This design comes from an exercise in tuning for small area and a short achievable clock period on the open sky130 flow, not from production work. No run shown here included a check of the RTL's function; only the layout flow was run.

[flow/config.mk]
export PLATFORM = sky130hd
export DESIGN_NAME = MAC_25
export DESIGN_NICKNAME = MAC_25
export VERILOG_FILES = /design/flow/design.v
export SDC_FILE = /design/flow/constraint.sdc
export NUM_CORES = 4
export LEC_CHECK = 0
export CAP_MARGIN = 20
export CORE_MARGIN = 2
export CORE_UTILIZATION = 40
export SETUP_SLACK_MARGIN = 2.5
export SLEW_MARGIN = 20
[flow/constraint.sdc]
create_clock -name core_clock -period 12.0 [get_ports {sys_clk}]
set_input_delay 2.4000 -clock core_clock [delete_from_list [all_inputs] [get_ports {sys_clk}]]
set_output_delay 2.4000 -clock core_clock [all_outputs]
set_load 0.01 [all_outputs]
[flow/design.v]
module MAC_25(
    input         sys_clk,
    input         sys_en,
    input         rst_n,
    input  [7:0]  data_in_a,
    input         sign_data_in_a,
    input  [7:0]  data_in_b,
    output [15:0] mul_output,
    output [24:0] mac_output
);
    wire [64:0] pp;
    wire [15:0] ra, rb, prod;
    wire [24:0] acc_next;
    reg  [24:0] acc;
    mac_pp u_pp(.data_in_a(data_in_a), .sign_data_in_a(sign_data_in_a), .data_in_b(data_in_b), .pp(pp));
    mac_tree u_tree(.pp(pp), .ra(ra), .rb(rb));
    mac_cpa u_cpa(.ra(ra), .rb(rb), .prod(prod));
    mac_acc u_acc(.sys_en(sys_en), .acc(acc), .prod(prod), .acc_next(acc_next));
    assign mul_output = prod;
    always @(posedge sys_clk or negedge rst_n) begin
        if (!rst_n)
            acc <= 25'd0;
        else
            acc <= acc_next;
    end
    assign mac_output = acc;
endmodule
module mac_pp(input [7:0] data_in_a, input sign_data_in_a, input [7:0] data_in_b, output [64:0] pp);
    wire [7:0] a = data_in_a;
    wire       t = sign_data_in_a;
    wire       bz = |data_in_b[6:0];
    wire [7:0] bp = {data_in_b[7] & bz, data_in_b[6:0]} ^ {8{t}};
    wire       sel1 = data_in_b[0];
    wire       sel2 = t & ~data_in_b[0];
    wire pp0_0 = (sel1 & a[0]);
    wire pp0_1 = (sel1 & a[1]) | (sel2 & a[0]);
    wire pp0_2 = (sel1 & a[2]) | (sel2 & a[1]);
    wire pp0_3 = (sel1 & a[3]) | (sel2 & a[2]);
    wire pp0_4 = (sel1 & a[4]) | (sel2 & a[3]);
    wire pp0_5 = (sel1 & a[5]) | (sel2 & a[4]);
    wire pp0_6 = (sel1 & a[6]) | (sel2 & a[5]);
    wire pp0_7 = (sel1 & a[7]) | (sel2 & a[6]);
    wire pp0_8 = (sel2 & a[7]);
    wire pp1_0 = a[0] & bp[1];
    wire pp1_1 = a[1] & bp[1];
    wire pp1_2 = a[2] & bp[1];
    wire pp1_3 = a[3] & bp[1];
    wire pp1_4 = a[4] & bp[1];
    wire pp1_5 = a[5] & bp[1];
    wire pp1_6 = a[6] & bp[1];
    wire pp1_7 = a[7] & bp[1];
    wire pp2_0 = a[0] & bp[2];
    wire pp2_1 = a[1] & bp[2];
    wire pp2_2 = a[2] & bp[2];
    wire pp2_3 = a[3] & bp[2];
    wire pp2_4 = a[4] & bp[2];
    wire pp2_5 = a[5] & bp[2];
    wire pp2_6 = a[6] & bp[2];
    wire pp2_7 = a[7] & bp[2];
    wire pp3_0 = a[0] & bp[3];
    wire pp3_1 = a[1] & bp[3];
    wire pp3_2 = a[2] & bp[3];
    wire pp3_3 = a[3] & bp[3];
    wire pp3_4 = a[4] & bp[3];
    wire pp3_5 = a[5] & bp[3];
    wire pp3_6 = a[6] & bp[3];
    wire pp3_7 = a[7] & bp[3];
    wire pp4_0 = a[0] & bp[4];
    wire pp4_1 = a[1] & bp[4];
    wire pp4_2 = a[2] & bp[4];
    wire pp4_3 = a[3] & bp[4];
    wire pp4_4 = a[4] & bp[4];
    wire pp4_5 = a[5] & bp[4];
    wire pp4_6 = a[6] & bp[4];
    wire pp4_7 = a[7] & bp[4];
    wire pp5_0 = a[0] & bp[5];
    wire pp5_1 = a[1] & bp[5];
    wire pp5_2 = a[2] & bp[5];
    wire pp5_3 = a[3] & bp[5];
    wire pp5_4 = a[4] & bp[5];
    wire pp5_5 = a[5] & bp[5];
    wire pp5_6 = a[6] & bp[5];
    wire pp5_7 = a[7] & bp[5];
    wire pp6_0 = a[0] & bp[6];
    wire pp6_1 = a[1] & bp[6];
    wire pp6_2 = a[2] & bp[6];
    wire pp6_3 = a[3] & bp[6];
    wire pp6_4 = a[4] & bp[6];
    wire pp6_5 = a[5] & bp[6];
    wire pp6_6 = a[6] & bp[6];
    wire pp6_7 = a[7] & bp[6];
    wire nbp7 = ~bp[7];
    wire pp7_0 = ~a[0] | nbp7;
    wire pp7_1 = ~a[1] | nbp7;
    wire pp7_2 = ~a[2] | nbp7;
    wire pp7_3 = ~a[3] | nbp7;
    wire pp7_4 = ~a[4] | nbp7;
    wire pp7_5 = ~a[5] | nbp7;
    wire pp7_6 = ~a[6] | nbp7;
    wire pp7_7 = ~a[7] | nbp7;
    assign pp = {pp7_7, pp7_6, pp6_7, pp7_5, pp6_6, pp5_7, pp7_4, pp6_5, pp5_6, pp4_7, pp7_3, pp6_4, pp5_5, pp4_6, pp3_7, pp7_2, pp6_3, pp5_4, pp4_5, pp3_6, pp2_7, pp7_1, pp6_2, pp5_3, pp4_4, pp3_5, pp2_6, pp1_7, pp0_8, pp7_0, pp6_1, pp5_2, pp4_3, pp3_4, pp2_5, pp1_6, pp0_7, pp6_0, pp5_1, pp4_2, pp3_3, pp2_4, pp1_5, pp0_6, pp5_0, pp4_1, pp3_2, pp2_3, pp1_4, pp0_5, pp4_0, pp3_1, pp2_2, pp1_3, pp0_4, pp3_0, pp2_1, pp1_2, pp0_3, pp2_0, pp1_1, pp0_2, pp1_0, pp0_1, pp0_0};
endmodule
module mac_tree(input [64:0] pp, output [15:0] ra, output [15:0] rb);
    wire pp0_0 = pp[0];
    wire pp0_1 = pp[1];
    wire pp1_0 = pp[2];
    wire pp0_2 = pp[3];
    wire pp1_1 = pp[4];
    wire pp2_0 = pp[5];
    wire pp0_3 = pp[6];
    wire pp1_2 = pp[7];
    wire pp2_1 = pp[8];
    wire pp3_0 = pp[9];
    wire pp0_4 = pp[10];
    wire pp1_3 = pp[11];
    wire pp2_2 = pp[12];
    wire pp3_1 = pp[13];
    wire pp4_0 = pp[14];
    wire pp0_5 = pp[15];
    wire pp1_4 = pp[16];
    wire pp2_3 = pp[17];
    wire pp3_2 = pp[18];
    wire pp4_1 = pp[19];
    wire pp5_0 = pp[20];
    wire pp0_6 = pp[21];
    wire pp1_5 = pp[22];
    wire pp2_4 = pp[23];
    wire pp3_3 = pp[24];
    wire pp4_2 = pp[25];
    wire pp5_1 = pp[26];
    wire pp6_0 = pp[27];
    wire pp0_7 = pp[28];
    wire pp1_6 = pp[29];
    wire pp2_5 = pp[30];
    wire pp3_4 = pp[31];
    wire pp4_3 = pp[32];
    wire pp5_2 = pp[33];
    wire pp6_1 = pp[34];
    wire pp7_0 = pp[35];
    wire pp0_8 = pp[36];
    wire pp1_7 = pp[37];
    wire pp2_6 = pp[38];
    wire pp3_5 = pp[39];
    wire pp4_4 = pp[40];
    wire pp5_3 = pp[41];
    wire pp6_2 = pp[42];
    wire pp7_1 = pp[43];
    wire pp2_7 = pp[44];
    wire pp3_6 = pp[45];
    wire pp4_5 = pp[46];
    wire pp5_4 = pp[47];
    wire pp6_3 = pp[48];
    wire pp7_2 = pp[49];
    wire pp3_7 = pp[50];
    wire pp4_6 = pp[51];
    wire pp5_5 = pp[52];
    wire pp6_4 = pp[53];
    wire pp7_3 = pp[54];
    wire pp4_7 = pp[55];
    wire pp5_6 = pp[56];
    wire pp6_5 = pp[57];
    wire pp7_4 = pp[58];
    wire pp5_7 = pp[59];
    wire pp6_6 = pp[60];
    wire pp7_5 = pp[61];
    wire pp6_7 = pp[62];
    wire pp7_6 = pp[63];
    wire pp7_7 = pp[64];
    wire s1 = pp0_2 ^ pp1_1 ^ pp2_0;
    wire c2 = (pp0_2 & pp1_1) | (pp0_2 & pp2_0) | (pp1_1 & pp2_0);
    wire s3 = pp0_3 ^ pp1_2 ^ pp2_1;
    wire c4 = (pp0_3 & pp1_2) | (pp0_3 & pp2_1) | (pp1_2 & pp2_1);
    wire s5 = pp3_0 ^ c2 ^ s3;
    wire c6 = (pp3_0 & c2) | (pp3_0 & s3) | (c2 & s3);
    wire s7 = pp0_4 ^ pp1_3 ^ pp2_2;
    wire c8 = (pp0_4 & pp1_3) | (pp0_4 & pp2_2) | (pp1_3 & pp2_2);
    wire s9 = pp3_1 ^ pp4_0 ^ c4;
    wire c10 = (pp3_1 & pp4_0) | (pp3_1 & c4) | (pp4_0 & c4);
    wire s11 = s7 ^ c6 ^ s9;
    wire c12 = (s7 & c6) | (s7 & s9) | (c6 & s9);
    wire s13 = pp0_5 ^ pp1_4 ^ pp2_3;
    wire c14 = (pp0_5 & pp1_4) | (pp0_5 & pp2_3) | (pp1_4 & pp2_3);
    wire s15 = pp3_2 ^ pp4_1 ^ pp5_0;
    wire c16 = (pp3_2 & pp4_1) | (pp3_2 & pp5_0) | (pp4_1 & pp5_0);
    wire s17 = c8 ^ s13 ^ s15;
    wire c18 = (c8 & s13) | (c8 & s15) | (s13 & s15);
    wire s19 = c10 ^ s17 ^ c12;
    wire c20 = (c10 & s17) | (c10 & c12) | (s17 & c12);
    wire s21 = pp0_6 ^ pp1_5 ^ pp2_4;
    wire c22 = (pp0_6 & pp1_5) | (pp0_6 & pp2_4) | (pp1_5 & pp2_4);
    wire s23 = pp3_3 ^ pp4_2 ^ pp5_1;
    wire c24 = (pp3_3 & pp4_2) | (pp3_3 & pp5_1) | (pp4_2 & pp5_1);
    wire s25 = pp6_0 ^ c14 ^ c16;
    wire c26 = (pp6_0 & c14) | (pp6_0 & c16) | (c14 & c16);
    wire s27 = s21 ^ s23 ^ c18;
    wire c28 = (s21 & s23) | (s21 & c18) | (s23 & c18);
    wire s29 = s25 ^ s27;
    wire c30 = s25 & s27;
    wire s31 = 1'b1 ^ pp0_7 ^ pp1_6;
    wire c32 = (1'b1 & pp0_7) | (1'b1 & pp1_6) | (pp0_7 & pp1_6);
    wire s33 = pp2_5 ^ pp3_4 ^ pp4_3;
    wire c34 = (pp2_5 & pp3_4) | (pp2_5 & pp4_3) | (pp3_4 & pp4_3);
    wire s35 = pp5_2 ^ pp6_1 ^ c22;
    wire c36 = (pp5_2 & pp6_1) | (pp5_2 & c22) | (pp6_1 & c22);
    wire s37 = c24 ^ s31 ^ s33;
    wire c38 = (c24 & s31) | (c24 & s33) | (s31 & s33);
    wire s39 = c26 ^ pp7_0 ^ s35;
    wire c40 = (c26 & pp7_0) | (c26 & s35) | (pp7_0 & s35);
    wire s41 = s37 ^ c28 ^ s39;
    wire c42 = (s37 & c28) | (s37 & s39) | (c28 & s39);
    wire s43 = pp0_8 ^ pp1_7 ^ pp2_6;
    wire c44 = (pp0_8 & pp1_7) | (pp0_8 & pp2_6) | (pp1_7 & pp2_6);
    wire s45 = pp3_5 ^ pp4_4 ^ pp5_3;
    wire c46 = (pp3_5 & pp4_4) | (pp3_5 & pp5_3) | (pp4_4 & pp5_3);
    wire s47 = pp6_2 ^ c32 ^ c34;
    wire c48 = (pp6_2 & c32) | (pp6_2 & c34) | (c32 & c34);
    wire s49 = s43 ^ s45 ^ c36;
    wire c50 = (s43 & s45) | (s43 & c36) | (s45 & c36);
    wire s51 = c38 ^ pp7_1 ^ s47;
    wire c52 = (c38 & pp7_1) | (c38 & s47) | (pp7_1 & s47);
    wire s53 = c40 ^ s49 ^ s51;
    wire c54 = (c40 & s49) | (c40 & s51) | (s49 & s51);
    wire s55 = pp2_7 ^ pp3_6 ^ pp4_5;
    wire c56 = (pp2_7 & pp3_6) | (pp2_7 & pp4_5) | (pp3_6 & pp4_5);
    wire s57 = pp5_4 ^ pp6_3 ^ c44;
    wire c58 = (pp5_4 & pp6_3) | (pp5_4 & c44) | (pp6_3 & c44);
    wire s59 = c46 ^ s55 ^ c48;
    wire c60 = (c46 & s55) | (c46 & c48) | (s55 & c48);
    wire s61 = pp7_2 ^ s57 ^ c50;
    wire c62 = (pp7_2 & s57) | (pp7_2 & c50) | (s57 & c50);
    wire s63 = c52 ^ s59 ^ s61;
    wire c64 = (c52 & s59) | (c52 & s61) | (s59 & s61);
    wire s65 = pp3_7 ^ pp4_6 ^ pp5_5;
    wire c66 = (pp3_7 & pp4_6) | (pp3_7 & pp5_5) | (pp4_6 & pp5_5);
    wire s67 = pp6_4 ^ c56 ^ s65;
    wire c68 = (pp6_4 & c56) | (pp6_4 & s65) | (c56 & s65);
    wire s69 = c58 ^ pp7_3 ^ s67;
    wire c70 = (c58 & pp7_3) | (c58 & s67) | (pp7_3 & s67);
    wire s71 = c60 ^ s69 ^ c62;
    wire c72 = (c60 & s69) | (c60 & c62) | (s69 & c62);
    wire s73 = pp4_7 ^ pp5_6 ^ pp6_5;
    wire c74 = (pp4_7 & pp5_6) | (pp4_7 & pp6_5) | (pp5_6 & pp6_5);
    wire s75 = c66 ^ s73 ^ c68;
    wire c76 = (c66 & s73) | (c66 & c68) | (s73 & c68);
    wire s77 = pp7_4 ^ c70 ^ s75;
    wire c78 = (pp7_4 & c70) | (pp7_4 & s75) | (c70 & s75);
    wire s79 = pp5_7 ^ pp6_6 ^ c74;
    wire c80 = (pp5_7 & pp6_6) | (pp5_7 & c74) | (pp6_6 & c74);
    wire s81 = pp7_5 ^ s79 ^ c76;
    wire c82 = (pp7_5 & s79) | (pp7_5 & c76) | (s79 & c76);
    wire s83 = pp6_7 ^ c80 ^ pp7_6;
    wire c84 = (pp6_7 & c80) | (pp6_7 & pp7_6) | (c80 & pp7_6);
    assign ra = {1'b1, pp7_7, s83, c78, s77, c64, c54, c42, c30, c20, s19, s11, s5, s1, pp0_1, pp0_0};
    assign rb = {1'b0, c84, c82, s81, c72, s71, s63, s53, s41, s29, 1'b0, 1'b0, 1'b0, 1'b0, pp1_0, 1'b0};
endmodule
module mac_cpa(input [15:0] ra, input [15:0] rb, output [15:0] prod);
    wire [15:0] g85 = ra & rb;
    wire [15:0] p86 = ra ^ rb;
    wire G87 = g85[1] | (p86[1] & g85[0]);
    wire P88 = p86[1] & p86[0];
    wire G89 = g85[3] | (p86[3] & g85[2]);
    wire P90 = p86[3] & p86[2];
    wire G91 = g85[5] | (p86[5] & g85[4]);
    wire P92 = p86[5] & p86[4];
    wire G93 = g85[7] | (p86[7] & g85[6]);
    wire P94 = p86[7] & p86[6];
    wire G95 = g85[2] | (p86[2] & G87);
    wire P96 = p86[2] & P88;
    wire G97 = G89 | (P90 & G87);
    wire P98 = P90 & P88;
    wire G99 = g85[6] | (p86[6] & G91);
    wire P100 = p86[6] & P92;
    wire G101 = G93 | (P94 & G91);
    wire P102 = P94 & P92;
    wire G103 = g85[4] | (p86[4] & G97);
    wire P104 = p86[4] & P98;
    wire G105 = G91 | (P92 & G97);
    wire P106 = P92 & P98;
    wire G107 = G99 | (P100 & G97);
    wire P108 = P100 & P98;
    wire G109 = G101 | (P102 & G97);
    wire P110 = P102 & P98;
    wire G111 = g85[9] | (p86[9] & g85[8]);
    wire P112 = p86[9] & p86[8];
    wire G113 = g85[11] | (p86[11] & g85[10]);
    wire P114 = p86[11] & p86[10];
    wire G115 = g85[13] | (p86[13] & g85[12]);
    wire P116 = p86[13] & p86[12];
    wire G117 = g85[15] | (p86[15] & g85[14]);
    wire P118 = p86[15] & p86[14];
    wire G119 = g85[10] | (p86[10] & G111);
    wire P120 = p86[10] & P112;
    wire G121 = G113 | (P114 & G111);
    wire P122 = P114 & P112;
    wire G123 = g85[14] | (p86[14] & G115);
    wire P124 = p86[14] & P116;
    wire G125 = G117 | (P118 & G115);
    wire P126 = P118 & P116;
    wire G127 = g85[12] | (p86[12] & G121);
    wire P128 = p86[12] & P122;
    wire G129 = G115 | (P116 & G121);
    wire P130 = P116 & P122;
    wire G131 = G123 | (P124 & G121);
    wire P132 = P124 & P122;
    wire G133 = G125 | (P126 & G121);
    wire P134 = P126 & P122;
    wire G135 = g85[8] | (p86[8] & G109);
    wire G136 = G111 | (P112 & G109);
    wire G137 = G119 | (P120 & G109);
    wire G138 = G121 | (P122 & G109);
    wire G139 = G127 | (P128 & G109);
    wire G140 = G129 | (P130 & G109);
    wire G141 = G131 | (P132 & G109);
    wire G142 = G133 | (P134 & G109);
    assign prod = p86 ^ {G141, G140, G139, G138, G137, G136, G135, G109, G107, G105, G103, G97, G95, G87, g85[0], 1'b0};
endmodule
module mac_acc(input sys_en, input [24:0] acc, input [15:0] prod, output [24:0] acc_next);
    wire [15:0] pg = prod & {16{sys_en}};
    wire cy16;
    wire [15:0] lo_sum;
    wire [15:0] g143 = acc[15:0] & pg;
    wire [15:0] p144 = acc[15:0] ^ pg;
    wire G145 = g143[1] | (p144[1] & g143[0]);
    wire P146 = p144[1] & p144[0];
    wire G147 = g143[3] | (p144[3] & g143[2]);
    wire P148 = p144[3] & p144[2];
    wire G149 = g143[5] | (p144[5] & g143[4]);
    wire P150 = p144[5] & p144[4];
    wire G151 = g143[7] | (p144[7] & g143[6]);
    wire P152 = p144[7] & p144[6];
    wire G153 = g143[9] | (p144[9] & g143[8]);
    wire P154 = p144[9] & p144[8];
    wire G155 = g143[11] | (p144[11] & g143[10]);
    wire P156 = p144[11] & p144[10];
    wire G157 = g143[13] | (p144[13] & g143[12]);
    wire P158 = p144[13] & p144[12];
    wire G159 = g143[15] | (p144[15] & g143[14]);
    wire P160 = p144[15] & p144[14];
    wire G161 = g143[2] | (p144[2] & G145);
    wire P162 = p144[2] & P146;
    wire G163 = G147 | (P148 & G145);
    wire P164 = P148 & P146;
    wire G165 = g143[6] | (p144[6] & G149);
    wire P166 = p144[6] & P150;
    wire G167 = G151 | (P152 & G149);
    wire P168 = P152 & P150;
    wire G169 = g143[10] | (p144[10] & G153);
    wire P170 = p144[10] & P154;
    wire G171 = G155 | (P156 & G153);
    wire P172 = P156 & P154;
    wire G173 = g143[14] | (p144[14] & G157);
    wire P174 = p144[14] & P158;
    wire G175 = G159 | (P160 & G157);
    wire P176 = P160 & P158;
    wire G177 = g143[4] | (p144[4] & G163);
    wire P178 = p144[4] & P164;
    wire G179 = G149 | (P150 & G163);
    wire P180 = P150 & P164;
    wire G181 = G165 | (P166 & G163);
    wire P182 = P166 & P164;
    wire G183 = G167 | (P168 & G163);
    wire P184 = P168 & P164;
    wire G185 = g143[12] | (p144[12] & G171);
    wire P186 = p144[12] & P172;
    wire G187 = G157 | (P158 & G171);
    wire P188 = P158 & P172;
    wire G189 = G173 | (P174 & G171);
    wire P190 = P174 & P172;
    wire G191 = G175 | (P176 & G171);
    wire P192 = P176 & P172;
    wire G193 = g143[8] | (p144[8] & G183);
    wire P194 = p144[8] & P184;
    wire G195 = G153 | (P154 & G183);
    wire P196 = P154 & P184;
    wire G197 = G169 | (P170 & G183);
    wire P198 = P170 & P184;
    wire G199 = G171 | (P172 & G183);
    wire P200 = P172 & P184;
    wire G201 = G185 | (P186 & G183);
    wire P202 = P186 & P184;
    wire G203 = G187 | (P188 & G183);
    wire P204 = P188 & P184;
    wire G205 = G189 | (P190 & G183);
    wire P206 = P190 & P184;
    wire G207 = G191 | (P192 & G183);
    wire P208 = P192 & P184;
    assign lo_sum = p144 ^ {G205, G203, G201, G199, G197, G195, G193, G183, G181, G179, G177, G163, G161, G145, g143[0], 1'b0};
    assign cy16 = G207;
    assign acc_next[15:0] = lo_sum;
    wire inc = cy16 & ~pg[15];
    wire dec = pg[15] & ~cy16;
    wire [8:0] hi = acc[24:16];
    wire [8:0] ones, zeros;
    assign ones[0] = 1'b1;
    assign zeros[0] = 1'b1;
    assign ones[1] = ones[0] & hi[0];
    assign zeros[1] = zeros[0] & ~hi[0];
    assign ones[2] = ones[1] & hi[1];
    assign zeros[2] = zeros[1] & ~hi[1];
    assign ones[3] = ones[2] & hi[2];
    assign zeros[3] = zeros[2] & ~hi[2];
    assign ones[4] = ones[3] & hi[3];
    assign zeros[4] = zeros[3] & ~hi[3];
    assign ones[5] = ones[4] & hi[4];
    assign zeros[5] = zeros[4] & ~hi[4];
    assign ones[6] = ones[5] & hi[5];
    assign zeros[6] = zeros[5] & ~hi[5];
    assign ones[7] = ones[6] & hi[6];
    assign zeros[7] = zeros[6] & ~hi[6];
    assign ones[8] = ones[7] & hi[7];
    assign zeros[8] = zeros[7] & ~hi[7];
    assign acc_next[24:16] = hi ^ (({9{inc}} & ones) | ({9{dec}} & zeros));
endmodule
[flow/flow/run.sh]
#!/bin/bash
set -euo pipefail
sed 's/yosys synth -nofsm -noshare/yosys synth -nofsm -noshare -noabc/' synth_recipe.tcl > my_synth.tcl
bash standard.sh "SYNTH_SCRIPT=$PWD/my_synth.tcl" "BUFFER_PORTS_ARGS=-buffer_cell sky130_fd_sc_hd__buf_1" finish > standard.log 2>&1
[flow/standard.sh]
#!/bin/bash
# synth_recipe.tcl (not shown) runs the flow's synth.tcl, then flattens the netlist and writes it again
# the make line also repeats each setting of config.mk as NAME=value (left out here)
make -C /OpenROAD-flow-scripts/flow DESIGN_CONFIG=/design/flow/config.mk WORK_HOME=/design/flow/orfs CLKGATE_MAP_FILE= SYNTH_SCRIPT=/design/flow/synth_recipe.tcl "${@:-finish}"
==> results.py, run 1 <==
metrics = {
    "run_status": {
        "outcome": "finished clean",
    },
    "final_layout": {
        "largest_register_ffs": 25,
        "top_register": "acc",
        "layout-drive-gt1-share_pct": 6.101,
        "final_area_sq_um": 3827,
        "areaGrowthSynthToFinish_pct": 12.22,
        "antenna_cells": 0,
        "fin_util_pct": 46.35,
        "final_cell_mix": "and2_1, buf_1, fa_1",
        "top_regs": "acc (25)",
        "fin_nets": 474,
        "layout_commonest_cell": "and2_1",
    },
    "place": {
        "place_area_sq_um": 3719,
        "place.gp.congestion": 0.8144,
        "io_buffers": 60,
        "dp_hpwl_um": 5802,
    },
    "critical_path": {
        "cp.arrival_ns": 6.91,
        "cp-start-kind": "input pin",
        "crit_path_max_fanout": 8,
        "endpoint_kind": "output port",
        "worstSetupPathType": "input pin to output port",
        "cp.required_ns": 9.60,
        "r2r_cells": 12,
    },
    "synthesis": {
        "avgSynthCellArea_sq_um": 10.59,
        "yosys.area.top_type": "fa_1",
        "synth_adder_area_share_pct": 37.78,
        "yosysTopAreaCellShare_pct": 26.41,
        "synth_cells": 322,
        "synth_compound_area_share_pct": 12.18,
        "yosysWarnings": 1,
        "seq_area_frac_synth_pct": 18.34,
        "syn_nets": 418,
        "yosys.area_share.simple_pct": 19.48,
        "synthTopCellsByArea": "fa_1, dfrtp_1, ha_1",
        "synth_mux_area_share_pct": 0.5869,
        "synth_area_sq_um": 3411,
        "synthXorXnorAreaFrac_pct": 8.988,
        "synth_top_family_by_area": "adder cells",
        "synth-seq-cells": 25,
        "yosysUniqueCellTypes": 45,
    },
    "timing": {
        "slew_violations": 0,
        "finalSetupTns_ns": 0,
        "fin_worst_skew_ns": 0.002454,
        "relSlewSlack_pct": 49.78,
        "finalCritPeriodShare_pct": 77.57,
        "whs_ns": 0.4733,
        "hold_viol_final": 0,
        "fin_crit_ns": 9.308,
        "rsz0062_at_grt": "false",
        "tightest_slew_ns": 0.7480,
        "setup_viol": 0,
        "fmax_mhz": 107.4,
    },
    "floorplan": {
        "die_h_um": 96.34,
        "start_util_pct": 41.30,
        "num_rows": 33,
        "core_sq_um": 8258,
        "design.die.area_sq_um": 9281,
        "io_pins": 61,
        "die_w_um": 96.34,
    },
    "clocking": {
        "clk_latency_ns": 0.27,
        "clkTransAtPathRegs_ns": 0.08,
        "cts_root_buf": "clkbuf_8",
        "cts_tree": "built",
        "numCtsBuffers": 3,
        "ctsHoldBuffers": 0,
        "post_cts_buffers": 0,
        "cts_htree_levels": 1,
        "cts_sinks": 25,
        "clock_path_buffers": 2,
    },
    "drt": {
        "top_layer_used": "met4",
        "wl_per_cell_um": 14.36,
        "dr.first_iter.drc_count": 84,
        "wirelength_um": 6920,
        "via_count": 2500,
        "drc_errors": 0,
        "wl_met1_um": 3239,
        "ant_nets": 0,
        "wl_met2_um": 3329,
        "routed_via_density": 5.187,
        "wl_met3_um": 303,
        "dr.pass1.iters": 4,
    },
    "min_path": {
        "hp-class": "flip-flop to flip-flop",
        "hold_depth": 1,
    },
    "global_routing": {
        "grt.total_usage_pct": 15.60,
        "grt_pass1_vias": 2446,
        "grt_pass1_wl_um": 11390,
        "grt_overflow": 0,
        "grt_max_degree": 26,
        "antenna_found_initial": 0,
    },
    "job": {
        "drv_cap": 0,
    },
}
## logic make-up (layout without fill, tap and decap cells)
family | Yosys count | count (layout)
fa+ha+maj | 76 | 76
simple gates | 110 | 110
xor+xnor | 35 | 35
flops | 25 | 25
buf+inv | 19 | 74
compound gates | 55 | 55
mux | 2 | 2
## worst max-delay path, cell delays in order
cell      delay, ns
clkbuf_4       0.20
xor2_2         0.25
and2_1         0.21
fa_1           0.46
fa_1           0.39
fa_1           0.39
fa_1           0.48
fa_1           0.49
ha_1           0.37
a21o_1         0.19
a21o_1         0.19
a22o_1         0.33
o32ai_4        0.36
buf_1          0.19
## through the flow
| step | std cells | worst slack, ns |
|---|---|---|
| finish | 482 | 2.692 |
| global route | 482 | 2.519 |
| CTS | 482 | 2.508 |
| detailed placement | 478 | 2.299 |
| global placement | 478 | 2.479 |
| floorplan | 322 | 2.846 |
## repair_timing
action | CTS | global route
endpoints found under the setup margin | 2 | 9
pin swaps | 0 | 0
gates resized for setup | 1 | 11
## worst paths after layout
| check | start | to | slack (ns) |
|---|---|---|---|
| min | acc[24]$_DFF_PN0_ | acc[24]$_DFF_PN0_ | 0.47 |
| min in group asynchronous | rst_n | acc[17]$_DFF_PN0_ | 2.10 |
| min reg2reg | acc[24]$_DFF_PN0_ | acc[24]$_DFF_PN0_ | 0.47 |
| max | sign_data_in_a | mul_output[15] | 2.69 |
| max reg2reg | acc[0]$_DFF_PN0_ | acc[24]$_DFF_PN0_ | 8.26 |
| max in group asynchronous | rst_n | acc[0]$_DFF_PN0_ | 9.64 |
## cell type report
type	instances	area, sq um
fillers	817	4431
multi-input cells	278	2754
flip-flops and latches	25	625.6
repair buffers	61	237.7
well taps	105	131.4
clock buffers	4	45.04
inverters	9	33.78
## per-layer routing
layer,up-vias,GRT usage [%]
li1,1213,-
met3,5,2.819
met5,-,0
met2,44,25.23
met1,1238,22.28
met4,0,2.465
## synth_stat cells
cell type	count
a2111oi_2	1
a211o_1	2
a211oi_1	2
a21o_1	9
a21oi_1	13
a221o_1	1
a22o_1	7
a22oi_1	1
a31oi_1	3
a41oi_1	1
and2_1	61
and3_1	4
and4_1	3
buf_4	3
buf_6	1
clkbuf_1	6
dfrtp_1	25
fa_1	45
ha_1	31
inv_1	9
mux2i_1	2
nand2_1	15
nand3_1	1
nand4_1	2
nor2_1	6
nor2b_1	4
nor3_1	4
nor3b_1	2
nor4b_1	1
nor4b_2	1
o211ai_1	2
o21ai_0	7
o21bai_1	1
o221a_2	1
o31ai_1	1
o32ai_4	1
o41ai_1	1
o41ai_2	1
or2_2	2
or3_1	1
or3_4	1
or4_1	1
or4b_4	1
xnor2_1	14
xor2_1	21
==> run 2: changes to the inputs <==
--- a/flow/design.v
+++ b/flow/design.v
@@ -259,58 +259,17 @@
     wire G87 = g85[1] | (p86[1] & g85[0]);
-    wire P88 = p86[1] & p86[0];
-    wire G89 = g85[3] | (p86[3] & g85[2]);
-    wire P90 = p86[3] & p86[2];
-    wire G91 = g85[5] | (p86[5] & g85[4]);
-    wire P92 = p86[5] & p86[4];
-    wire G93 = g85[7] | (p86[7] & g85[6]);
-    wire P94 = p86[7] & p86[6];
-    wire G95 = g85[2] | (p86[2] & G87);
-    wire P96 = p86[2] & P88;
-    wire G97 = G89 | (P90 & G87);
-    wire P98 = P90 & P88;
-    wire G99 = g85[6] | (p86[6] & G91);
-    wire P100 = p86[6] & P92;
-    wire G101 = G93 | (P94 & G91);
-    wire P102 = P94 & P92;
-    wire G103 = g85[4] | (p86[4] & G97);
-    wire P104 = p86[4] & P98;
-    wire G105 = G91 | (P92 & G97);
-    wire P106 = P92 & P98;
-    wire G107 = G99 | (P100 & G97);
-    wire P108 = P100 & P98;
-    wire G109 = G101 | (P102 & G97);
-    wire P110 = P102 & P98;
-    wire G111 = g85[9] | (p86[9] & g85[8]);
-    wire P112 = p86[9] & p86[8];
-    wire G113 = g85[11] | (p86[11] & g85[10]);
-    wire P114 = p86[11] & p86[10];
-    wire G115 = g85[13] | (p86[13] & g85[12]);
-    wire P116 = p86[13] & p86[12];
-    wire G117 = g85[15] | (p86[15] & g85[14]);
-    wire P118 = p86[15] & p86[14];
-    wire G119 = g85[10] | (p86[10] & G111);
-    wire P120 = p86[10] & P112;
-    wire G121 = G113 | (P114 & G111);
-    wire P122 = P114 & P112;
-    wire G123 = g85[14] | (p86[14] & G115);
-    wire P124 = p86[14] & P116;
-    wire G125 = G117 | (P118 & G115);
-    wire P126 = P118 & P116;
-    wire G127 = g85[12] | (p86[12] & G121);
-    wire P128 = p86[12] & P122;
-    wire G129 = G115 | (P116 & G121);
-    wire P130 = P116 & P122;
-    wire G131 = G123 | (P124 & G121);
-    wire P132 = P124 & P122;
-    wire G133 = G125 | (P126 & G121);
-    wire P134 = P126 & P122;
-    wire G135 = g85[8] | (p86[8] & G109);
-    wire G136 = G111 | (P112 & G109);
-    wire G137 = G119 | (P120 & G109);
-    wire G138 = G121 | (P122 & G109);
-    wire G139 = G127 | (P128 & G109);
-    wire G140 = G129 | (P130 & G109);
-    wire G141 = G131 | (P132 & G109);
-    wire G142 = G133 | (P134 & G109);
-    assign prod = p86 ^ {G141, G140, G139, G138, G137, G136, G135, G109, G107, G105, G103, G97, G95, G87, g85[0], 1'b0};
+    wire G88 = g85[2] | (p86[2] & G87);
+    wire G89 = g85[3] | (p86[3] & G88);
+    wire G90 = g85[4] | (p86[4] & G89);
+    wire G91 = g85[5] | (p86[5] & G90);
+    wire G92 = g85[6] | (p86[6] & G91);
+    wire G93 = g85[7] | (p86[7] & G92);
+    wire G94 = g85[8] | (p86[8] & G93);
+    wire G95 = g85[9] | (p86[9] & G94);
+    wire G96 = g85[10] | (p86[10] & G95);
+    wire G97 = g85[11] | (p86[11] & G96);
+    wire G98 = g85[12] | (p86[12] & G97);
+    wire G99 = g85[13] | (p86[13] & G98);
+    wire G100 = g85[14] | (p86[14] & G99);
+    wire G101 = g85[15] | (p86[15] & G100);
+    assign prod = p86 ^ {G100, G99, G98, G97, G96, G95, G94, G93, G92, G91, G90, G89, G88, G87, g85[0], 1'b0};
 endmodule
@@ -320,70 +279,70 @@
     wire [15:0] lo_sum;
-    wire [15:0] g143 = acc[15:0] & pg;
-    wire [15:0] p144 = acc[15:0] ^ pg;
-    wire G145 = g143[1] | (p144[1] & g143[0]);
-    wire P146 = p144[1] & p144[0];
-    wire G147 = g143[3] | (p144[3] & g143[2]);
-    wire P148 = p144[3] & p144[2];
-    wire G149 = g143[5] | (p144[5] & g143[4]);
-    wire P150 = p144[5] & p144[4];
-    wire G151 = g143[7] | (p144[7] & g143[6]);
-    wire P152 = p144[7] & p144[6];
-    wire G153 = g143[9] | (p144[9] & g143[8]);
-    wire P154 = p144[9] & p144[8];
-    wire G155 = g143[11] | (p144[11] & g143[10]);
-    wire P156 = p144[11] & p144[10];
-    wire G157 = g143[13] | (p144[13] & g143[12]);
-    wire P158 = p144[13] & p144[12];
-    wire G159 = g143[15] | (p144[15] & g143[14]);
-    wire P160 = p144[15] & p144[14];
-    wire G161 = g143[2] | (p144[2] & G145);
-    wire P162 = p144[2] & P146;
-    wire G163 = G147 | (P148 & G145);
-    wire P164 = P148 & P146;
-    wire G165 = g143[6] | (p144[6] & G149);
-    wire P166 = p144[6] & P150;
-    wire G167 = G151 | (P152 & G149);
-    wire P168 = P152 & P150;
-    wire G169 = g143[10] | (p144[10] & G153);
-    wire P170 = p144[10] & P154;
-    wire G171 = G155 | (P156 & G153);
-    wire P172 = P156 & P154;
-    wire G173 = g143[14] | (p144[14] & G157);
-    wire P174 = p144[14] & P158;
-    wire G175 = G159 | (P160 & G157);
-    wire P176 = P160 & P158;
-    wire G177 = g143[4] | (p144[4] & G163);
-    wire P178 = p144[4] & P164;
-    wire G179 = G149 | (P150 & G163);
-    wire P180 = P150 & P164;
-    wire G181 = G165 | (P166 & G163);
-    wire P182 = P166 & P164;
-    wire G183 = G167 | (P168 & G163);
-    wire P184 = P168 & P164;
-    wire G185 = g143[12] | (p144[12] & G171);
-    wire P186 = p144[12] & P172;
-    wire G187 = G157 | (P158 & G171);
-    wire P188 = P158 & P172;
-    wire G189 = G173 | (P174 & G171);
-    wire P190 = P174 & P172;
-    wire G191 = G175 | (P176 & G171);
-    wire P192 = P176 & P172;
-    wire G193 = g143[8] | (p144[8] & G183);
-    wire P194 = p144[8] & P184;
-    wire G195 = G153 | (P154 & G183);
-    wire P196 = P154 & P184;
-    wire G197 = G169 | (P170 & G183);
-    wire P198 = P170 & P184;
-    wire G199 = G171 | (P172 & G183);
-    wire P200 = P172 & P184;
-    wire G201 = G185 | (P186 & G183);
-    wire P202 = P186 & P184;
-    wire G203 = G187 | (P188 & G183);
-    wire P204 = P188 & P184;
-    wire G205 = G189 | (P190 & G183);
-    wire P206 = P190 & P184;
-    wire G207 = G191 | (P192 & G183);
-    wire P208 = P192 & P184;
-    assign lo_sum = p144 ^ {G205, G203, G201, G199, G197, G195, G193, G183, G181, G179, G177, G163, G161, G145, g143[0], 1'b0};
-    assign cy16 = G207;
+    wire [15:0] g102 = acc[15:0] & pg;
+    wire [15:0] p103 = acc[15:0] ^ pg;
+    wire G104 = g102[1] | (p103[1] & g102[0]);
+    wire P105 = p103[1] & p103[0];
+    wire G106 = g102[3] | (p103[3] & g102[2]);
+    wire P107 = p103[3] & p103[2];
+    wire G108 = g102[5] | (p103[5] & g102[4]);
+    wire P109 = p103[5] & p103[4];
+    wire G110 = g102[7] | (p103[7] & g102[6]);
+    wire P111 = p103[7] & p103[6];
+    wire G112 = g102[9] | (p103[9] & g102[8]);
+    wire P113 = p103[9] & p103[8];
+    wire G114 = g102[11] | (p103[11] & g102[10]);
+    wire P115 = p103[11] & p103[10];
+    wire G116 = g102[13] | (p103[13] & g102[12]);
+    wire P117 = p103[13] & p103[12];
+    wire G118 = g102[15] | (p103[15] & g102[14]);
+    wire P119 = p103[15] & p103[14];
+    wire G120 = g102[2] | (p103[2] & G104);
+    wire P121 = p103[2] & P105;
+    wire G122 = G106 | (P107 & G104);
+    wire P123 = P107 & P105;
+    wire G124 = g102[6] | (p103[6] & G108);
+    wire P125 = p103[6] & P109;
+    wire G126 = G110 | (P111 & G108);
+    wire P127 = P111 & P109;
+    wire G128 = g102[10] | (p103[10] & G112);
+    wire P129 = p103[10] & P113;
+    wire G130 = G114 | (P115 & G112);
+    wire P131 = P115 & P113;
+    wire G132 = g102[14] | (p103[14] & G116);
+    wire P133 = p103[14] & P117;
+    wire G134 = G118 | (P119 & G116);
+    wire P135 = P119 & P117;
+    wire G136 = g102[4] | (p103[4] & G122);
+    wire P137 = p103[4] & P123;
+    wire G138 = G108 | (P109 & G122);
+    wire P139 = P109 & P123;
+    wire G140 = G124 | (P125 & G122);
+    wire P141 = P125 & P123;
+    wire G142 = G126 | (P127 & G122);
+    wire P143 = P127 & P123;
+    wire G144 = g102[12] | (p103[12] & G130);
+    wire P145 = p103[12] & P131;
+    wire G146 = G116 | (P117 & G130);
+    wire P147 = P117 & P131;
+    wire G148 = G132 | (P133 & G130);
+    wire P149 = P133 & P131;
+    wire G150 = G134 | (P135 & G130);
+    wire P151 = P135 & P131;
+    wire G152 = g102[8] | (p103[8] & G142);
+    wire P153 = p103[8] & P143;
+    wire G154 = G112 | (P113 & G142);
+    wire P155 = P113 & P143;
+    wire G156 = G128 | (P129 & G142);
+    wire P157 = P129 & P143;
+    wire G158 = G130 | (P131 & G142);
+    wire P159 = P131 & P143;
+    wire G160 = G144 | (P145 & G142);
+    wire P161 = P145 & P143;
+    wire G162 = G146 | (P147 & G142);
+    wire P163 = P147 & P143;
+    wire G164 = G148 | (P149 & G142);
+    wire P165 = P149 & P143;
+    wire G166 = G150 | (P151 & G142);
+    wire P167 = P151 & P143;
+    assign lo_sum = p103 ^ {G164, G162, G160, G158, G156, G154, G152, G142, G140, G138, G136, G122, G120, G104, g102[0], 1'b0};
+    assign cy16 = G166;
     assign acc_next[15:0] = lo_sum;
==> results.py, run 2 <==
metrics = {
    "synthesis": {
        "seq_area_frac_synth_pct": 18.93,
        "synth-seq-cells": 25,
        "synth_area_sq_um": 3304,
        "avgSynthCellArea_sq_um": 10.52,
        "synth_edf_count": 0,
        "synth_cells": 314,
        "ys.flop_type": "dfrtp_1",
        "yosysUniqueCellTypes": 41,
        "yosys.area.top_type": "fa_1",
        "yosysWarnings": 1,
        "yosysTopAreaCellShare_pct": 32.11,
        "syn_nets": 411,
        "synth.most_common_cell": "and2_1",
        "synth_commonest_cells": "and2_1, fa_1, nand2_1, dfrtp_1, ha_1",
        "async_flop_share_pct": 100.0,
        "synthTopCellsByArea": "fa_1, dfrtp_1, and2_1",
    },
    "run_status": {
        "outcome": "finished clean",
    },
    "place": {
        "io_buffers": 60,
        "dpl.cell_count": 474,
        "dp_hpwl_um": 5691,
        "place_ws_ns": 0.9228,
        "place.gp.congestion": 0.7721,
        "place_area_sq_um": 3730,
    },
    "clocking": {
        "clock_path_buffers": 2,
        "cts_htree_levels": 1,
        "clkTransAtPathRegs_ns": 0.10,
        "numCtsBuffers": 3,
        "cts_sinks": 25,
        "clk_latency_ns": 0.27,
        "cts_tree": "built",
        "cts_root_buf": "clkbuf_8",
        "ctsHoldBuffers": 0,
    },
    "critical_path": {
        "cp-start-kind": "input pin",
        "critPathMaxStageDelay_ns": 0.55,
        "crit_family": "adder cells",
        "endpoint_kind": "output port",
        "cp.required_ns": 9.60,
        "path_common_cell": "fa_2",
        "r2r_cells": 11,
        "cp.arrival_ns": 8.28,
        "reg2reg_to": "acc[23]$_DFF_PN0_",
        "reg2reg_from": "acc[0]$_DFF_PN0_",
        "worstSetupPathType": "input pin to output port",
        "crit_buf_inv": 3,
        "rrSetupSlack_ns": 8.54,
        "crit_path_max_fanout": 7,
        "cp_slowest_cell": "fa_2",
        "path_cells": "buf_12 > buf_8 > xor2_4 > and2_4 > fa_2 > fa_2 > fa_2 > fa_1 > ha_2 > fa_2 > fa_2 > fa_2 > fa_2 > fa_2 > fa_2 > fa_2 > fa_2 > fa_2 > buf_2",
    },
    "global_routing": {
        "antenna_found_initial": 0,
        "grt_overflow": 0,
        "grt.total_usage_pct": 16.48,
        "grt_pass1_vias": 2581,
        "grt_max_degree": 26,
        "grt_pass1_wl_um": 11820,
    },
    "floorplan": {
        "io_pins": 61,
        "num_rows": 33,
        "start_util_pct": 40.83,
        "core_sq_um": 8093,
        "die_h_um": 94.89,
        "die_w_um": 94.89,
        "design.die.area_sq_um": 9004,
    },
    "timing": {
        "fin_crit_ns": 10.68,
        "rsz0062_at_grt": "true",
        "hold_viol_final": 0,
        "fin_worst_skew_ns": 0.01127,
        "relSlewSlack_pct": 60.98,
        "slew_violations": 0,
        "finalCritPeriodShare_pct": 89.04,
        "fmax_mhz": 93.59,
        "whs_ns": 0.4710,
        "finalSetupTns_ns": 0,
        "setup_ws_ns": 1.315,
        "setup_viol": 0,
        "tightest_slew_ns": 0.5833,
    },
    "drt": {
        "dr.pass1.iters": 4,
        "drc_errors": 0,
        "wirelength_um": 6968,
        "wl_per_cell_um": 14.31,
        "via_count": 2474,
        "ant_nets": 0,
        "routed_via_density": 5.080,
        "dr.first_iter.drc_count": 78,
    },
    "final_layout": {
        "final_cell_mix": "and2_1, buf_1, fa_1",
        "fin_nets": 480,
        "layout-drive-gt1-share_pct": 16.75,
        "areaGrowthSynthToFinish_pct": 20.98,
        "antenna_cells": 0,
        "top_regs": "acc (25)",
        "seq_area_sq_um": 625.6,
        "top_register": "acc",
        "final_cells": 487,
        "fill_cells": 782,
        "largest_register_ffs": 25,
        "multi_input_area_sq_um": 2761,
        "final_area_sq_um": 3998,
        "fin_util_pct": 49.40,
        "layout_commonest_cell": "and2_1",
    },
    "min_path": {
        "hold_depth": 1,
        "min_to": "acc[24]$_DFF_PN0_",
        "hp-class": "flip-flop to flip-flop",
        "min-delay-start": "acc[24]$_DFF_PN0_",
    },
    "job": {
        "drv_cap": 0,
    },
}
==> run 2: what timing repair did <==
item,in CTS,in global routing
resized for setup,25,13
setup buffers,9,0
gates cloned,0,0
pin swaps,3,0
setup endpoints to repair,16,16
==> run 2: worst max path at each step <==
| stage | start | to | slack (ns) | cells after the start |
|---|---|---|---|---|
| global placement | sign_data_in_a | mul_output[14] | 1.01 | 18 |
| global route | sign_data_in_a | mul_output[14] | 1.18 | 19 |
| finish | sign_data_in_a | mul_output[14] | 1.32 | 19 |
| floorplan | sign_data_in_a | mul_output[14] | 1.49 | 18 |
| CTS | sign_data_in_a | mul_output[14] | 1.27 | 19 |
| detailed placement | sign_data_in_a | mul_output[14] | 0.92 | 18 |
==> run 2: cell families after synthesis <==
kind of cell    synth area share, %
compound gates                9.428
xor+xnor                      6.854
fa+ha+maj                     41.20
flops                         18.93
buf+inv                       2.347
simple gates                  21.24
==> run 2: per-layer routing <==
layer  vias up  global-route usage, %  share of wire, %
met2        49                  27.66                49
li1       1193                      -                 -
met3         4                  3.033               4.3
met5         -                      0                 0
met1      1228                  23.12                46
met4         0                  1.691              0.36
==> run 2: final cells by class <==
| class | instances | area share [%] |
|---|---|---|
| flip-flops and latches | 25 | 15.65 |
| repair buffers | 74 | 10.08 |
| clock inverters | 1 | 0.1252 |
| clock buffers | 3 | 1.033 |
| well taps | 105 | 3.286 |
| multi-input cells | 271 | 69.08 |
| inverters | 8 | 0.7512 |
==> run 2: worst reg2reg max path: cells and delay by family (launching register included) <==
family | cells | cell delay [ns]
XOR/XNOR | 1 | 0.14
AND/OR/NAND/NOR | 2 | 0.78
adder cells (fa/ha/maj) | 3 | 0.85
AO/OA/AOI/OAI | 5 | 1.19
flip-flops | 1 | 0.39
==> run 3: changes to the inputs <==
--- a/flow/design.v
+++ b/flow/design.v
@@ -263,13 +263,43 @@
     wire G91 = g85[5] | (p86[5] & G90);
-    wire G92 = g85[6] | (p86[6] & G91);
-    wire G93 = g85[7] | (p86[7] & G92);
-    wire G94 = g85[8] | (p86[8] & G93);
-    wire G95 = g85[9] | (p86[9] & G94);
-    wire G96 = g85[10] | (p86[10] & G95);
-    wire G97 = g85[11] | (p86[11] & G96);
-    wire G98 = g85[12] | (p86[12] & G97);
-    wire G99 = g85[13] | (p86[13] & G98);
-    wire G100 = g85[14] | (p86[14] & G99);
-    wire G101 = g85[15] | (p86[15] & G100);
-    assign prod = p86 ^ {G100, G99, G98, G97, G96, G95, G94, G93, G92, G91, G90, G89, G88, G87, g85[0], 1'b0};
+    wire G92 = g85[7] | (p86[7] & g85[6]);
+    wire P93 = p86[7] & p86[6];
+    wire G94 = g85[9] | (p86[9] & g85[8]);
+    wire P95 = p86[9] & p86[8];
+    wire G96 = g85[11] | (p86[11] & g85[10]);
+    wire P97 = p86[11] & p86[10];
+    wire G98 = g85[13] | (p86[13] & g85[12]);
+    wire P99 = p86[13] & p86[12];
+    wire G100 = g85[15] | (p86[15] & g85[14]);
+    wire P101 = p86[15] & p86[14];
+    wire G102 = g85[8] | (p86[8] & G92);
+    wire P103 = p86[8] & P93;
+    wire G104 = G94 | (P95 & G92);
+    wire P105 = P95 & P93;
+    wire G106 = g85[12] | (p86[12] & G96);
+    wire P107 = p86[12] & P97;
+    wire G108 = G98 | (P99 & G96);
+    wire P109 = P99 & P97;
+    wire G110 = g85[10] | (p86[10] & G104);
+    wire P111 = p86[10] & P105;
+    wire G112 = G96 | (P97 & G104);
+    wire P113 = P97 & P105;
+    wire G114 = G106 | (P107 & G104);
+    wire P115 = P107 & P105;
+    wire G116 = G108 | (P109 & G104);
+    wire P117 = P109 & P105;
+    wire G118 = g85[14] | (p86[14] & G116);
+    wire P119 = p86[14] & P117;
+    wire G120 = G100 | (P101 & G116);
+    wire P121 = P101 & P117;
+    wire G122 = g85[6] | (p86[6] & G91);
+    wire G123 = G92 | (P93 & G91);
+    wire G124 = G102 | (P103 & G91);
+    wire G125 = G104 | (P105 & G91);
+    wire G126 = G110 | (P111 & G91);
+    wire G127 = G112 | (P113 & G91);
+    wire G128 = G114 | (P115 & G91);
+    wire G129 = G116 | (P117 & G91);
+    wire G130 = G118 | (P119 & G91);
+    wire G131 = G120 | (P121 & G91);
+    assign prod = p86 ^ {G130, G129, G128, G127, G126, G125, G124, G123, G122, G91, G90, G89, G88, G87, g85[0], 1'b0};
 endmodule
@@ -279,70 +309,45 @@
     wire [15:0] lo_sum;
-    wire [15:0] g102 = acc[15:0] & pg;
-    wire [15:0] p103 = acc[15:0] ^ pg;
-    wire G104 = g102[1] | (p103[1] & g102[0]);
-    wire P105 = p103[1] & p103[0];
-    wire G106 = g102[3] | (p103[3] & g102[2]);
-    wire P107 = p103[3] & p103[2];
-    wire G108 = g102[5] | (p103[5] & g102[4]);
-    wire P109 = p103[5] & p103[4];
-    wire G110 = g102[7] | (p103[7] & g102[6]);
-    wire P111 = p103[7] & p103[6];
-    wire G112 = g102[9] | (p103[9] & g102[8]);
-    wire P113 = p103[9] & p103[8];
-    wire G114 = g102[11] | (p103[11] & g102[10]);
-    wire P115 = p103[11] & p103[10];
-    wire G116 = g102[13] | (p103[13] & g102[12]);
-    wire P117 = p103[13] & p103[12];
-    wire G118 = g102[15] | (p103[15] & g102[14]);
-    wire P119 = p103[15] & p103[14];
-    wire G120 = g102[2] | (p103[2] & G104);
-    wire P121 = p103[2] & P105;
-    wire G122 = G106 | (P107 & G104);
-    wire P123 = P107 & P105;
-    wire G124 = g102[6] | (p103[6] & G108);
-    wire P125 = p103[6] & P109;
-    wire G126 = G110 | (P111 & G108);
-    wire P127 = P111 & P109;
-    wire G128 = g102[10] | (p103[10] & G112);
-    wire P129 = p103[10] & P113;
-    wire G130 = G114 | (P115 & G112);
-    wire P131 = P115 & P113;
-    wire G132 = g102[14] | (p103[14] & G116);
-    wire P133 = p103[14] & P117;
-    wire G134 = G118 | (P119 & G116);
-    wire P135 = P119 & P117;
-    wire G136 = g102[4] | (p103[4] & G122);
-    wire P137 = p103[4] & P123;
-    wire G138 = G108 | (P109 & G122);
-    wire P139 = P109 & P123;
-    wire G140 = G124 | (P125 & G122);
-    wire P141 = P125 & P123;
-    wire G142 = G126 | (P127 & G122);
-    wire P143 = P127 & P123;
-    wire G144 = g102[12] | (p103[12] & G130);
-    wire P145 = p103[12] & P131;
-    wire G146 = G116 | (P117 & G130);
-    wire P147 = P117 & P131;
-    wire G148 = G132 | (P133 & G130);
-    wire P149 = P133 & P131;
-    wire G150 = G134 | (P135 & G130);
-    wire P151 = P135 & P131;
-    wire G152 = g102[8] | (p103[8] & G142);
-    wire P153 = p103[8] & P143;
-    wire G154 = G112 | (P113 & G142);
-    wire P155 = P113 & P143;
-    wire G156 = G128 | (P129 & G142);
-    wire P157 = P129 & P143;
-    wire G158 = G130 | (P131 & G142);
-    wire P159 = P131 & P143;
-    wire G160 = G144 | (P145 & G142);
-    wire P161 = P145 & P143;
-    wire G162 = G146 | (P147 & G142);
-    wire P163 = P147 & P143;
-    wire G164 = G148 | (P149 & G142);
-    wire P165 = P149 & P143;
-    wire G166 = G150 | (P151 & G142);
-    wire P167 = P151 & P143;
-    assign lo_sum = p103 ^ {G164, G162, G160, G158, G156, G154, G152, G142, G140, G138, G136, G122, G120, G104, g102[0], 1'b0};
-    assign cy16 = G166;
+    wire [15:0] g132 = acc[15:0] & pg;
+    wire [15:0] p133 = acc[15:0] ^ pg;
+    wire G134 = g132[1] | (p133[1] & g132[0]);
+    wire G135 = g132[2] | (p133[2] & G134);
+    wire G136 = g132[3] | (p133[3] & G135);
+    wire G137 = g132[4] | (p133[4] & G136);
+    wire G138 = g132[5] | (p133[5] & G137);
+    wire G139 = g132[6] | (p133[6] & G138);
+    wire G140 = g132[7] | (p133[7] & G139);
+    wire G141 = g132[9] | (p133[9] & g132[8]);
+    wire P142 = p133[9] & p133[8];
+    wire G143 = g132[11] | (p133[11] & g132[10]);
+    wire P144 = p133[11] & p133[10];
+    wire G145 = g132[13] | (p133[13] & g132[12]);
+    wire P146 = p133[13] & p133[12];
+    wire G147 = g132[15] | (p133[15] & g132[14]);
+    wire P148 = p133[15] & p133[14];
+    wire G149 = g132[10] | (p133[10] & G141);
+    wire P150 = p133[10] & P142;
+    wire G151 = G143 | (P144 & G141);
+    wire P152 = P144 & P142;
+    wire G153 = g132[14] | (p133[14] & G145);
+    wire P154 = p133[14] & P146;
+    wire G155 = G147 | (P148 & G145);
+    wire P156 = P148 & P146;
+    wire G157 = g132[12] | (p133[12] & G151);
+    wire P158 = p133[12] & P152;
+    wire G159 = G145 | (P146 & G151);
+    wire P160 = P146 & P152;
+    wire G161 = G153 | (P154 & G151);
+    wire P162 = P154 & P152;
+    wire G163 = G155 | (P156 & G151);
+    wire P164 = P156 & P152;
+    wire G165 = g132[8] | (p133[8] & G140);
+    wire G166 = G141 | (P142 & G140);
+    wire G167 = G149 | (P150 & G140);
+    wire G168 = G151 | (P152 & G140);
+    wire G169 = G157 | (P158 & G140);
+    wire G170 = G159 | (P160 & G140);
+    wire G171 = G161 | (P162 & G140);
+    wire G172 = G163 | (P164 & G140);
+    assign lo_sum = p133 ^ {G171, G170, G169, G168, G167, G166, G165, G140, G139, G138, G137, G136, G135, G134, g132[0], 1'b0};
+    assign cy16 = G172;
     assign acc_next[15:0] = lo_sum;
==> results.py, run 3 <==
metrics = {
    "run_status": {
        "outcome": "finished clean",
    },
    "synthesis": {
        "seq_area_frac_synth_pct": 18.68,
        "yosysWarnings": 1,
        "yosys.area.top_type": "fa_1",
        "yosysUniqueCellTypes": 44,
        "synth_edf_count": 0,
        "async_flop_share_pct": 100.0,
        "yosysTopAreaCellShare_pct": 29.30,
        "ys.flop_type": "dfrtp_1",
        "syn_nets": 414,
        "synth-seq-cells": 25,
        "synth_cells": 318,
        "synth_area_sq_um": 3348,
        "synth_commonest_cells": "and2_1, fa_1, ha_1, dfrtp_1, nand2_1",
        "avgSynthCellArea_sq_um": 10.53,
        "synthTopCellsByArea": "fa_1, dfrtp_1, and2_1",
        "synth.most_common_cell": "and2_1",
    },
    "clocking": {
        "clk_latency_ns": 0.27,
        "cts_sinks": 25,
        "ctsHoldBuffers": 0,
        "cts_htree_levels": 1,
        "clkTransAtPathRegs_ns": 0.09,
        "clock_path_buffers": 2,
        "cts_root_buf": "clkbuf_8",
        "numCtsBuffers": 3,
        "cts_tree": "built",
    },
    "final_layout": {
        "areaGrowthSynthToFinish_pct": 10.87,
        "top_register": "acc",
        "top_regs": "acc (25)",
        "layout-drive-gt1-share_pct": 3.743,
        "fin_util_pct": 45.41,
        "final_area_sq_um": 3712,
        "layout_commonest_cell": "and2_1",
        "fin_nets": 471,
        "final_cells": 479,
        "antenna_cells": 0,
        "final_cell_mix": "and2_1, buf_1, fa_1",
        "largest_register_ffs": 25,
    },
    "timing": {
        "fmax_mhz": 108.8,
        "fin_worst_skew_ns": 0.003500,
        "whs_ns": 0.4884,
        "fin_crit_ns": 9.188,
        "setup_viol": 0,
        "setup_ws_ns": 2.812,
        "relSlewSlack_pct": 57.31,
        "hold_viol_final": 0,
        "finalCritPeriodShare_pct": 76.57,
        "rsz0062_at_grt": "false",
        "finalSetupTns_ns": 0,
        "tightest_slew_ns": 0.6390,
        "slew_violations": 0,
    },
    "floorplan": {
        "io_pins": 61,
        "die_w_um": 95.49,
        "design.die.area_sq_um": 9118,
        "num_rows": 33,
        "start_util_pct": 40.96,
        "die_h_um": 95.49,
        "core_sq_um": 8175,
    },
    "job": {
        "drv_cap": 0,
    },
    "drt": {
        "wirelength_um": 6771,
        "dr.first_iter.drc_count": 68,
        "wl_per_cell_um": 14.14,
        "drc_errors": 0,
        "routed_via_density": 5.175,
        "via_count": 2479,
        "ant_nets": 0,
        "dr.pass1.iters": 4,
    },
    "critical_path": {
        "cp.arrival_ns": 6.79,
        "path_cells": "clkbuf_2 > nor2b_1 > a22o_1 > fa_1 > fa_1 > fa_1 > fa_1 > ha_1 > a211oi_1 > o21ai_0 > a41oi_1 > xnor2_1 > buf_1",
        "cp-start-kind": "input pin",
        "endpoint_kind": "output port",
        "crit_family": "adder cells",
        "crit_buf_inv": 2,
        "cp.required_ns": 9.60,
        "worstSetupPathType": "input pin to output port",
        "crit_path_max_fanout": 8,
        "path_common_cell": "fa_1",
        "critPathMaxStageDelay_ns": 0.57,
        "cp_slowest_cell": "nor2b_1",
    },
    "place": {
        "dp_hpwl_um": 5658,
        "io_buffers": 60,
        "place_ws_ns": 2.590,
        "place_area_sq_um": 3665,
        "place.gp.congestion": 0.8698,
        "dpl.cell_count": 475,
    },
    "min_path": {
        "hp-class": "flip-flop to flip-flop",
    },
    "global_routing": {
        "grt_overflow": 0,
        "grt_max_degree": 26,
        "grt_pass1_wl_um": 11270,
        "grt.total_usage_pct": 15.73,
        "grt_pass1_vias": 2377,
        "antenna_found_initial": 0,
    },
}
run 3: cell types whose count changed after synthesis, sizes merged, moves of 5 or more:
cell   change
and2       -5
o21ai      -6
a22o       +6
nand2     -11
nor2       +9
run 3: routing by layer:
layer	part of all wire [%]	GRT usage, %
met1	46	22.28
met2	50	26.35
met3	4.0	2.688
met4	0.32	1.429
met5	0	0
run 3: layout make-up:
class | instances | area (sq um)
tap | 105 | 131.4
sequential | 25 | 625.6
clock buffer | 4 | 45.04
fill | 806 | 4463
timing repair buffer | 61 | 235.2
multi-input combinational | 275 | 2641
inverter | 9 | 33.78
run 3: kinds of logic after synthesis:
logic type | Yosys count | share of synthesized area (%)
simple gates | 120 | 20.33
fa+ha+maj | 76 | 39.39
compound gates | 48 | 10.69
xor+xnor | 27 | 7.287
flops | 25 | 18.68
buf+inv | 18 | 2.429
mux | 4 | 1.196
run 3: worst paths after layout:
check	start	endpoint	slack, ns	cells past startpoint
worst max-delay path	sign_data_in_a	mul_output[14]	2.81	13
worst min-delay path	acc[24]$_DFF_PN0_	acc[24]$_DFF_PN0_	0.49	1
worst max register to register	acc[0]$_DFF_PN0_	acc[24]$_DFF_PN0_	6.22	17
worst min register to register	acc[24]$_DFF_PN0_	acc[24]$_DFF_PN0_	0.49	1
max in group asynchronous	rst_n	acc[3]$_DFF_PN0_	9.64	2
min in group asynchronous	rst_n	acc[16]$_DFF_PN0_	2.10	2
run 3: what timing repair did:
action / in CTS / in global routing
setup buffers: 0 / 0
endpoints found under the setup margin: 0 / 5
gates resized for setup: 0 / 2

## afterwards: timing with drivers on the ports
How much do the figures lean on ideal ports? The routed layouts below were timed once more, with nothing changed but the port constraints. Step 1 (the two cells are an assumption about what drives the block):
set clk [get_ports {sys_clk}]
set_driving_cell -lib_cell sky130_fd_sc_hd__clkbuf_16 $clk
set_driving_cell -lib_cell sky130_fd_sc_hd__buf_2 [delete_from_list [all_inputs] $clk]
Step 2 adds t to the input delays and takes it off the output delays; t is the mean of the earliest and latest rising clock arrival at the registers after step 1. Input paths then give back, and output paths get back, about the clock's delay inside the block. a / b / c = no drivers / after step 1 / after step 2; a / b = the first two.
run	t (ns)	setup slack, ns	cell pins on the clock port's net
run 1	0.295	2.692 / 2.671 / 2.634	1
run 2	0.293	1.315 / 1.270 / 1.270	1
run 3	0.290	2.812 / 2.788 / 2.788	1
After both steps every run listed still meets setup and hold. For run 1, which loses most, drivers alone change the setup slack by -0.021 ns; drivers and shift together by -0.058 ns.
